Context: an optimization exercise on an open-source flow, tuned for small area. The choices shown serve that exercise and are no tape-out recipe.
Only simulation tests tie the RTL to the original design; equivalence was not proved.
Power figures rest on the tool's default switching activity, not on a simulated workload.

==> run C <==
==> flow/design.v <==
`timescale 1 ns / 1 ps
module iq_analyse #
(
  parameter integer DATA_WIDTH = 16
)
(
  input  wire clk,
  input wire  ce,
  input wire strobe_in,
  input wire rst,
  input  wire signed [DATA_WIDTH-1:0]  I_4sum,
  input  wire signed [DATA_WIDTH-1:0]  Q_4sum,
  input  wire [DATA_WIDTH-1:0]  Amp_4sum,
  output reg [6:0] bits_count,
  output wire signed [DATA_WIDTH+8-1:8]  DI_out,
  output wire signed [DATA_WIDTH+8-1:8]  DQ_out,
  output reg max_val_sync,
  output reg strobe_out
);
  integer i;
  reg [22:0] strobe_sr;
  reg strobe1;
  reg strobe2;
  always @(posedge clk) begin
    if (rst) begin
      strobe_sr <= 23'b0;
      strobe1 <= 1'b0;
      strobe2 <= 1'b0;
      strobe_out <= 1'b0;
    end else begin
      strobe_sr <= {strobe_sr[21:0], strobe_in};
      strobe1 <= strobe_sr[22];
      strobe2 <= strobe1;
      strobe_out <= strobe2;
    end
  end
  reg [2:0] sync_count;
  reg [2:0] max_sync;
  reg [15:0] Max_Amp;
  reg [23:0] A [0:4];
  wire samp = ce & strobe_in;
  wire adv = samp & (sync_count == 3'd0);
  wire ave_upd = ce & strobe2 & (sync_count == max_sync);
  wire [15:0] Ave_Amp_Out = A[0][23:8];
  wire [23:0] A_next = A[0] + {8'h00, Amp_4sum} - {8'h00, A[0][23:8]};
  wire max_hi0 = (Max_Amp[15:8] == 8'h00);
  wire [7:0] max_dec = max_hi0 ? {7'b0, |Max_Amp[7:0]} : Max_Amp[15:8];
  wire [15:0] Max_dec = Max_Amp - {8'h00, max_dec};
  always @(posedge clk) begin
    if (rst) begin
      sync_count <= 3'd0;
      max_sync <= 3'd0;
      bits_count <= 7'd0;
      Max_Amp <= 16'h0110;
      for (i = 0; i < 5; i = i + 1)
        A[i] <= 24'h000100;
      max_val_sync <= 1'b0;
    end else begin
      max_val_sync <= (sync_count == max_sync) & strobe_out;
      if (samp) begin
        if (Ave_Amp_Out > Max_Amp) begin
          Max_Amp <= Ave_Amp_Out;
          max_sync <= sync_count;
        end else begin
          Max_Amp <= Max_dec;
        end
        for (i = 0; i < 4; i = i + 1)
          A[i] <= A[i+1];
        A[4] <= A_next;
        sync_count <= (sync_count == 3'd4) ? 3'd0 : sync_count + 3'd1;
        if (sync_count == 3'd0)
          bits_count <= (bits_count == 7'd79) ? 7'd0 : bits_count + 7'd1;
      end
    end
  end
  reg [47:0] W;                 
  reg [47:0] H [0:3];           
  reg [47:0] R [0:74];          
  reg [4:0] oh;                 
  reg pending;                  
  reg xfer, xfer_n;             
  reg v40, v79;                 
  reg hv;                       
  wire [47:0] live = pending ? (H[0] & {48{hv}}) : W;
  wire [23:0] LI = live[47:24];
  wire [23:0] LQ = live[23:0];
  wire [23:0] I_upd = LI - {{8{LI[23]}}, LI[23:8]} + {{8{I_4sum[15]}}, I_4sum};
  wire [23:0] Q_upd = LQ - {{8{LQ[23]}}, LQ[23:8]} + {{8{Q_4sum[15]}}, Q_4sum};
  wire [47:0] live_nx = ave_upd ? {I_upd, Q_upd} : live;
  wire [4:0] psel = {5{v40}} & (pending ? {oh[3:0], oh[4]} : oh);
  reg [47:0] partner;
  always @(*) begin
    partner = 48'd0;
    for (i = 0; i < 5; i = i + 1)
      partner = partner | (R[35+i] & {48{psel[i]}});
  end
  wire pending_nx = (pending & ~xfer) | adv;
  wire at0_nx = xfer ? oh[0] : oh[1];
  always @(posedge clk) begin
    if (rst) begin
      oh <= 5'b00001;
      pending <= 1'b0;
      xfer <= 1'b0;
      xfer_n <= 1'b1;
      v40 <= 1'b0;
      v79 <= 1'b0;
      hv <= 1'b0;
      W <= 48'd0;
    end else begin
      if (!xfer)
        oh <= {oh[0], oh[4:1]};
      pending <= pending_nx;
      xfer <= pending_nx & at0_nx;
      xfer_n <= ~(pending_nx & at0_nx);
      if (adv & (bits_count == 7'd39))
        v40 <= 1'b1;
      if (adv & (bits_count == 7'd78))
        v79 <= 1'b1;
      if (adv)
        hv <= v79;
      else if (ave_upd)
        hv <= 1'b1;
      if (xfer | ~pending)
        W <= live_nx;
    end
  end
  always @(posedge clk) begin
    if (xfer)
      H[0] <= H[1];
    else if (pending & ave_upd & ~adv)
      H[0] <= live_nx;
    for (i = 1; i < 3; i = i + 1)
      H[i] <= (H[i+1] & {48{xfer}}) | (H[i] & {48{xfer_n}});
    H[3] <= (R[0] & {48{xfer}}) | (H[3] & {48{xfer_n}});
    for (i = 0; i < 75; i = i + 1) begin
      if (i % 5 == 4) begin
        if (i == 74)
          R[i] <= (W & {48{xfer}}) | (R[i-4] & {48{xfer_n}});
        else
          R[i] <= (R[i+1] & {48{xfer}}) | (R[i-4] & {48{xfer_n}});
      end else begin
        R[i] <= R[i+1];
      end
    end
  end
  reg [23:8] DI, DQ;
  wire lt40 = (bits_count < 7'd40);
  wire [23:0] dI = LI + ~partner[47:24] + {23'd0, lt40};
  wire [23:0] dQ = LQ + ~partner[23:0] + {23'd0, lt40};
  always @(posedge clk) begin
    if (rst) begin
      DI <= 16'd0;
      DQ <= 16'd0;
    end else if (ave_upd) begin
      DI <= dI[23:8] ^ {16{~lt40}};
      DQ <= dQ[23:8] ^ {16{~lt40}};
    end
  end
  assign DI_out = DI;
  assign DQ_out = DQ;
endmodule
==> flow/flow/run.sh <==
#!/bin/bash
# The standard layout (standard.sh: the standard flow's synthesis and ORFS flow, unchanged),
# with settings passed to ORFS through its own variables:
#  - after floorplan, OpenROAD's restructure re-maps the combinational logic (three passes)
#    for area (registers untouched; flow/post_floorplan.tcl);
#  - clock tree: clkbuf_8 at the leaves, clkbuf_4 above them, small sink clusters, no dummy loads;
#  - port buffers: the smallest buffer (buf_1) on every input and output.
set -euo pipefail
here=$(pwd)
mkdir -p "$here/rmp"
export RMP_DIR="$here/rmp"
export RMP_FLOW="$here/flow"
export POST_FLOORPLAN_TCL="$here/flow/post_floorplan.tcl"
export CTS_ARGS="-sink_clustering_enable -repair_clock_nets -dont_use_dummy_load -buf_list sky130_fd_sc_hd__clkbuf_4 -sink_clustering_buffer sky130_fd_sc_hd__clkbuf_8 -sink_clustering_size 15 -sink_clustering_max_diameter 50"
export BUFFER_PORTS_ARGS="-buffer_cell sky130_fd_sc_hd__buf_1"
bash standard.sh > standard.log 2>&1
==> flow/flow/filter_lib.py <==
#!/usr/bin/env python3
"""Copy a liberty file without the cells whose names match the given patterns
(the platform's don't-use cells), for restructure's ABC run."""
import fnmatch, re, sys

src, dst = sys.argv[1], sys.argv[2]
pats = sys.argv[3:]
text = open(src).read()
out = []
pos = 0
cell_re = re.compile(r'^\s*cell\s*\(\s*"?([\w$]+)"?\s*\)\s*\{', re.M)
while True:
    m = cell_re.search(text, pos)
    if not m:
        out.append(text[pos:])
        break
    # find the end of this cell group by brace matching
    depth = 0
    i = m.end() - 1
    while True:
        c = text[i]
        if c == '{':
            depth += 1
        elif c == '}':
            depth -= 1
            if depth == 0:
                break
        i += 1
    name = m.group(1)
    out.append(text[pos:m.start()])
    if not any(fnmatch.fnmatch(name, p) for p in pats):
        out.append(text[m.start():i + 1])
    pos = i + 1
open(dst, 'w').write(''.join(out))
==> flow/flow/post_floorplan.tcl <==
# Area recovery: re-map the combinational logic with ABC (OpenROAD restructure).
# ABC reads a copy of the library without the platform's don't-use cells.
set rmp_lib $::env(RMP_DIR)/restructure.lib
exec python3 $::env(RMP_FLOW)/filter_lib.py [lindex $::env(LIB_FILES) 0] $rmp_lib \
  {*}$::env(DONT_USE_CELLS) *lpflow_* *probe*
puts "restructure: area before [expr [rsz::design_area] * 1e12] um2"
for {set pass 1} {$pass <= 3} {incr pass} {
  restructure -target area \
    -liberty_file $rmp_lib \
    -tielo_port sky130_fd_sc_hd__conb_1/LO \
    -tiehi_port sky130_fd_sc_hd__conb_1/HI \
    -work_dir $::env(RMP_DIR) \
    -abc_logfile $::env(RMP_DIR)/abc_$pass.log
  puts "restructure: area after pass $pass [expr [rsz::design_area] * 1e12] um2"
}
==> flow/standard.sh <==
#!/bin/bash
# synth_recipe.tcl (not shown) runs the flow's synth.tcl, then flattens the netlist and writes it again
# the make line also repeats each setting of config.mk as NAME=value (left out here)
make -C /OpenROAD-flow-scripts/flow DESIGN_CONFIG=/design/flow/config.mk WORK_HOME=/design/flow/orfs CLKGATE_MAP_FILE= SYNTH_SCRIPT=/design/flow/synth_recipe.tcl "${@:-finish}"
==> flow/config.mk <==
export PLATFORM = sky130hd
export DESIGN_NAME = iq_analyse
export DESIGN_NICKNAME = iq_analyse
export VERILOG_FILES = /design/flow/design.v
export SDC_FILE = /design/flow/constraint.sdc
export NUM_CORES = 4
export LEC_CHECK = 0
export CAP_MARGIN = 20
export CORE_MARGIN = 2
export CORE_UTILIZATION = 65
export PLACE_DENSITY = 0.75
export SLEW_MARGIN = 20
==> flow/constraint.sdc <==
create_clock -name core_clock -period 10.0 [get_ports {clk}]
set_input_delay 2.0000 -clock core_clock [delete_from_list [all_inputs] [get_ports {clk}]]
set_output_delay 2.0000 -clock core_clock [all_outputs]
set_load 0.01 [all_outputs]
==> inputs of run P, as changes to run C <==
==> flow/design.v, changed modules only <==
module iq_analyse #
(
  parameter integer DATA_WIDTH = 16
)
(
  input  wire clk,
  input wire  ce,
  input wire strobe_in,
  input wire rst,
  input  wire signed [DATA_WIDTH-1:0]  I_4sum,
  input  wire signed [DATA_WIDTH-1:0]  Q_4sum,
  input  wire [DATA_WIDTH-1:0]  Amp_4sum,
  output reg [6:0] bits_count,
  output wire signed [DATA_WIDTH+8-1:8]  DI_out,
  output wire signed [DATA_WIDTH+8-1:8]  DQ_out,
  output reg max_val_sync,
  output reg strobe_out
);
  integer i;
  reg [22:0] strobe_sr;
  reg strobe1;
  reg strobe2;
  always @(posedge clk) begin
    if (rst) begin
      strobe_sr <= 23'b0;
      strobe1 <= 1'b0;
      strobe2 <= 1'b0;
      strobe_out <= 1'b0;
    end else begin
      strobe_sr <= {strobe_sr[21:0], strobe_in};
      strobe1 <= strobe_sr[22];
      strobe2 <= strobe1;
      strobe_out <= strobe2;
    end
  end
  reg [2:0] sync_count;
  reg [2:0] max_sync;
  reg [15:0] Max_Amp;
  reg [23:0] A [0:4];
  wire samp = ce & strobe_in;
  wire adv = samp & (sync_count == 3'd0);
  wire ave_upd = ce & strobe2 & (sync_count == max_sync);
  wire [15:0] Ave_Amp_Out = A[0][23:8];
  wire [23:0] A_next = A[0] + {8'h00, Amp_4sum} - {8'h00, A[0][23:8]};
  wire max_hi0 = (Max_Amp[15:8] == 8'h00);
  wire [7:0] max_dec = max_hi0 ? {7'b0, |Max_Amp[7:0]} : Max_Amp[15:8];
  wire [15:0] Max_dec = Max_Amp - {8'h00, max_dec};
  always @(posedge clk) begin
    if (rst) begin
      sync_count <= 3'd0;
      max_sync <= 3'd0;
      bits_count <= 7'd0;
      Max_Amp <= 16'h0110;
      for (i = 0; i < 5; i = i + 1)
        A[i] <= 24'h000100;
      max_val_sync <= 1'b0;
    end else begin
      max_val_sync <= (sync_count == max_sync) & strobe_out;
      if (samp) begin
        if (Ave_Amp_Out > Max_Amp) begin
          Max_Amp <= Ave_Amp_Out;
          max_sync <= sync_count;
        end else begin
          Max_Amp <= Max_dec;
        end
        for (i = 0; i < 4; i = i + 1)
          A[i] <= A[i+1];
        A[4] <= A_next;
        sync_count <= (sync_count == 3'd4) ? 3'd0 : sync_count + 3'd1;
        if (sync_count == 3'd0)
          bits_count <= (bits_count == 7'd79) ? 7'd0 : bits_count + 7'd1;
      end
    end
  end
  reg signed [23:0] WI, WQ;           
  reg [47:0] T;                 
  reg [47:0] H [0:3];           
  reg [47:0] R [0:74];          
  reg [4:0] oh;                 
  reg pending;                  
  reg xfer, xfer_n;             
  reg v40, v79;                 
  wire [23:0] I_upd = WI - {{8{WI[23]}}, WI[23:8]} + {{8{I_4sum[15]}}, I_4sum};
  wire [23:0] Q_upd = WQ - {{8{WQ[23]}}, WQ[23:8]} + {{8{Q_4sum[15]}}, Q_4sum};
  wire [23:0] I_live = ave_upd ? I_upd : WI;
  wire [23:0] Q_live = ave_upd ? Q_upd : WQ;
  wire [47:0] head = xfer ? H[1] : H[0];
  wire [4:0] psel = {5{v40}} & (pending ? {oh[3:0], oh[4]} : oh);
  reg [47:0] partner;
  always @(*) begin
    partner = 48'd0;
    for (i = 0; i < 5; i = i + 1)
      partner = partner | (R[35+i] & {48{psel[i]}});
  end
  wire pending_nx = (pending & ~xfer) | adv;
  wire at0_nx = xfer ? oh[0] : oh[1];
  always @(posedge clk) begin
    if (rst) begin
      oh <= 5'b00001;
      pending <= 1'b0;
      xfer <= 1'b0;
      xfer_n <= 1'b1;
      v40 <= 1'b0;
      v79 <= 1'b0;
      WI <= 24'd0;
      WQ <= 24'd0;
    end else begin
      if (!xfer)
        oh <= {oh[0], oh[4:1]};
      pending <= pending_nx;
      xfer <= pending_nx & at0_nx;
      xfer_n <= ~(pending_nx & at0_nx);
      if (adv & (bits_count == 7'd39))
        v40 <= 1'b1;
      if (adv & (bits_count == 7'd78))
        v79 <= 1'b1;
      if (adv) begin
        WI <= head[47:24] & {24{v79}};
        WQ <= head[23:0] & {24{v79}};
      end else begin
        WI <= I_live;
        WQ <= Q_live;
      end
    end
  end
  always @(posedge clk) begin
    if (adv)
      T <= {I_live, Q_live};
  end
  always @(posedge clk) begin
    for (i = 0; i < 3; i = i + 1)
      H[i] <= (H[i+1] & {48{xfer}}) | (H[i] & {48{xfer_n}});
    H[3] <= (R[0] & {48{xfer}}) | (H[3] & {48{xfer_n}});
    for (i = 0; i < 75; i = i + 1) begin
      if (i % 5 == 4) begin
        if (i == 74)
          R[i] <= (T & {48{xfer}}) | (R[i-4] & {48{xfer_n}});
        else
          R[i] <= (R[i+1] & {48{xfer}}) | (R[i-4] & {48{xfer_n}});
      end else begin
        R[i] <= R[i+1];
      end
    end
  end
  reg [23:8] DI, DQ;
  wire lt40 = (bits_count < 7'd40);
  wire [23:0] dI = WI + ~partner[47:24] + {23'd0, lt40};
  wire [23:0] dQ = WQ + ~partner[23:0] + {23'd0, lt40};
  always @(posedge clk) begin
    if (rst) begin
      DI <= 16'd0;
      DQ <= 16'd0;
    end else if (ave_upd) begin
      DI <= dI[23:8] ^ {16{~lt40}};
      DQ <= dQ[23:8] ^ {16{~lt40}};
    end
  end
  assign DI_out = DI;
  assign DQ_out = DQ;
endmodule
==> flow/run.sh (new file) <==
#!/bin/bash
# synth_recipe.tcl (not shown) runs the flow's synth.tcl, then flattens the netlist and writes it again
# the make line also repeats each setting of config.mk as NAME=value (left out here)
make -C /OpenROAD-flow-scripts/flow DESIGN_CONFIG=/design/flow/config.mk WORK_HOME=/design/flow/orfs CLKGATE_MAP_FILE= SYNTH_SCRIPT=/design/flow/synth_recipe.tcl finish
- CTS_BUF_LIST: not set -> sky130_fd_sc_hd__clkbuf_8
- CTS_CLUSTER_DIAMETER: not set -> 50
- CTS_CLUSTER_SIZE: not set -> 15
removed: flow/flow/run.sh
removed: flow/flow/filter_lib.py
removed: flow/flow/post_floorplan.tcl
removed: flow/standard.sh
==> inputs of run G, as changes to run C <==
==> flow/flow/run.sh (replaced) <==
#!/bin/bash
# The standard layout (standard.sh: the standard flow's synthesis and ORFS flow, unchanged),
# with settings passed to ORFS through its own variables:
#  - after floorplan, OpenROAD's restructure re-maps the combinational logic
#    for area (registers untouched; flow/post_floorplan.tcl);
#  - clock tree: clkbuf_8 buffers, small sink clusters, no dummy loads;
#  - port buffers: the smallest buffer (buf_1) on every input and output.
set -euo pipefail
here=$(pwd)
mkdir -p "$here/rmp"
export RMP_DIR="$here/rmp"
export RMP_FLOW="$here/flow"
export POST_FLOORPLAN_TCL="$here/flow/post_floorplan.tcl"
export CTS_ARGS="-sink_clustering_enable -repair_clock_nets -dont_use_dummy_load -buf_list sky130_fd_sc_hd__clkbuf_8 -sink_clustering_size 15 -sink_clustering_max_diameter 50"
export BUFFER_PORTS_ARGS="-buffer_cell sky130_fd_sc_hd__buf_1"
bash standard.sh > standard.log 2>&1
==> flow/flow/post_floorplan.tcl (replaced) <==
# Area recovery: re-map the combinational logic with ABC (OpenROAD restructure).
# ABC reads a copy of the library without the platform's don't-use cells.
set rmp_lib $::env(RMP_DIR)/restructure.lib
exec python3 $::env(RMP_FLOW)/filter_lib.py [lindex $::env(LIB_FILES) 0] $rmp_lib \
  {*}$::env(DONT_USE_CELLS) *lpflow_* *probe*
puts "restructure: area before [expr [rsz::design_area] * 1e12] um2"
restructure -target area \
  -liberty_file $rmp_lib \
  -tielo_port sky130_fd_sc_hd__conb_1/LO \
  -tiehi_port sky130_fd_sc_hd__conb_1/HI \
  -work_dir $::env(RMP_DIR) \
  -abc_logfile $::env(RMP_DIR)/abc.log
puts "restructure: area after [expr [rsz::design_area] * 1e12] um2"
==> qor summary <==
item	run C	run G	run P
Result of the run	no timing/DRC/antenna violations	no timing/DRC/antenna violations	no timing/DRC/antenna violations
Fin util	68.3%	68.2%	70.2%
Leakage	0.0428 µW	0.0424 µW	0.0453 µW
CTS buffer count	331	333	332
Reported combinational group power	1490 µW	1490 µW	477 µW
Number of standard cells after synthesis	7488	7488	7501
Post-placement setup slack	2.41 ns	3.13 ns	4.23 ns
DP Wirelength	114 mm	115 mm	115 mm
Power share of the clock group	27.1%	28.3%	32.0%
Post-synthesis compound-gate area fraction	12.0%	12.0%	11.9%
Root cell of the clock tree	sky130_fd_sc_hd__clkbuf_4	sky130_fd_sc_hd__clkbuf_8	sky130_fd_sc_hd__clkbuf_8
Multi-input logic portion of the cell area	14.8%	15.5%	18.2%
End of the critical path	H[0][22]$_DFFE_PP_	DQ[20]$_SDFFE_PP0P_	DI[20]$_SDFFE_PP0P_
P_seq	18100 µW	17700 µW	16500 µW
Worst Slack Setup Final	2.21 ns	3.06 ns	4.84 ns
Clock network latency to the later pin of the worst-skew pair	1.42 ns	1.03 ns	1.06 ns
Share of the synthesized area in the top cell type	76.4%	76.4%	76.7%
Total Routing Usage GR	22.6%	23.0%	22.4%

[static timing again, ports no longer ideal]
No port has a modelled driver above. Below, the same layouts with a new extraction and two added sets of constraints. Step 1 assumes that a clkbuf_16 drives the clock port and a buf_2 every other input. Step 2 adds t to the input delays and takes it off the output delays; t is the mean of the earliest and latest rising clock arrival at the registers after step 1. Input paths then give back, and output paths get back, about the clock's delay inside the block. a / b / c = ideal ports / drivers / drivers and shift; a / b = the first two.
run | t (ns) | setup slack, ns | worst hold slack (ns) | clock arrival spread, ns | cell pins on the clock port's net
run C | 1.414 | 2.214 / 2.214 / 2.166 | 0.216 / 0.216 / 0.216 | 0.159 / 0.159 | 1
run P | 1.091 | 4.843 / 4.843 / 4.165 | 0.290 / 0.290 / 0.290 | 0.108 / 0.109 | 1
run G | 1.071 | 3.060 / 3.060 / 2.909 | 0.264 / 0.264 / 0.264 | 0.111 / 0.111 | 1
After both steps setup and hold are still met in every run listed. The setup slack of run P, which loses most, moves by 0.000 ns with the drivers and by -0.678 ns with both steps.
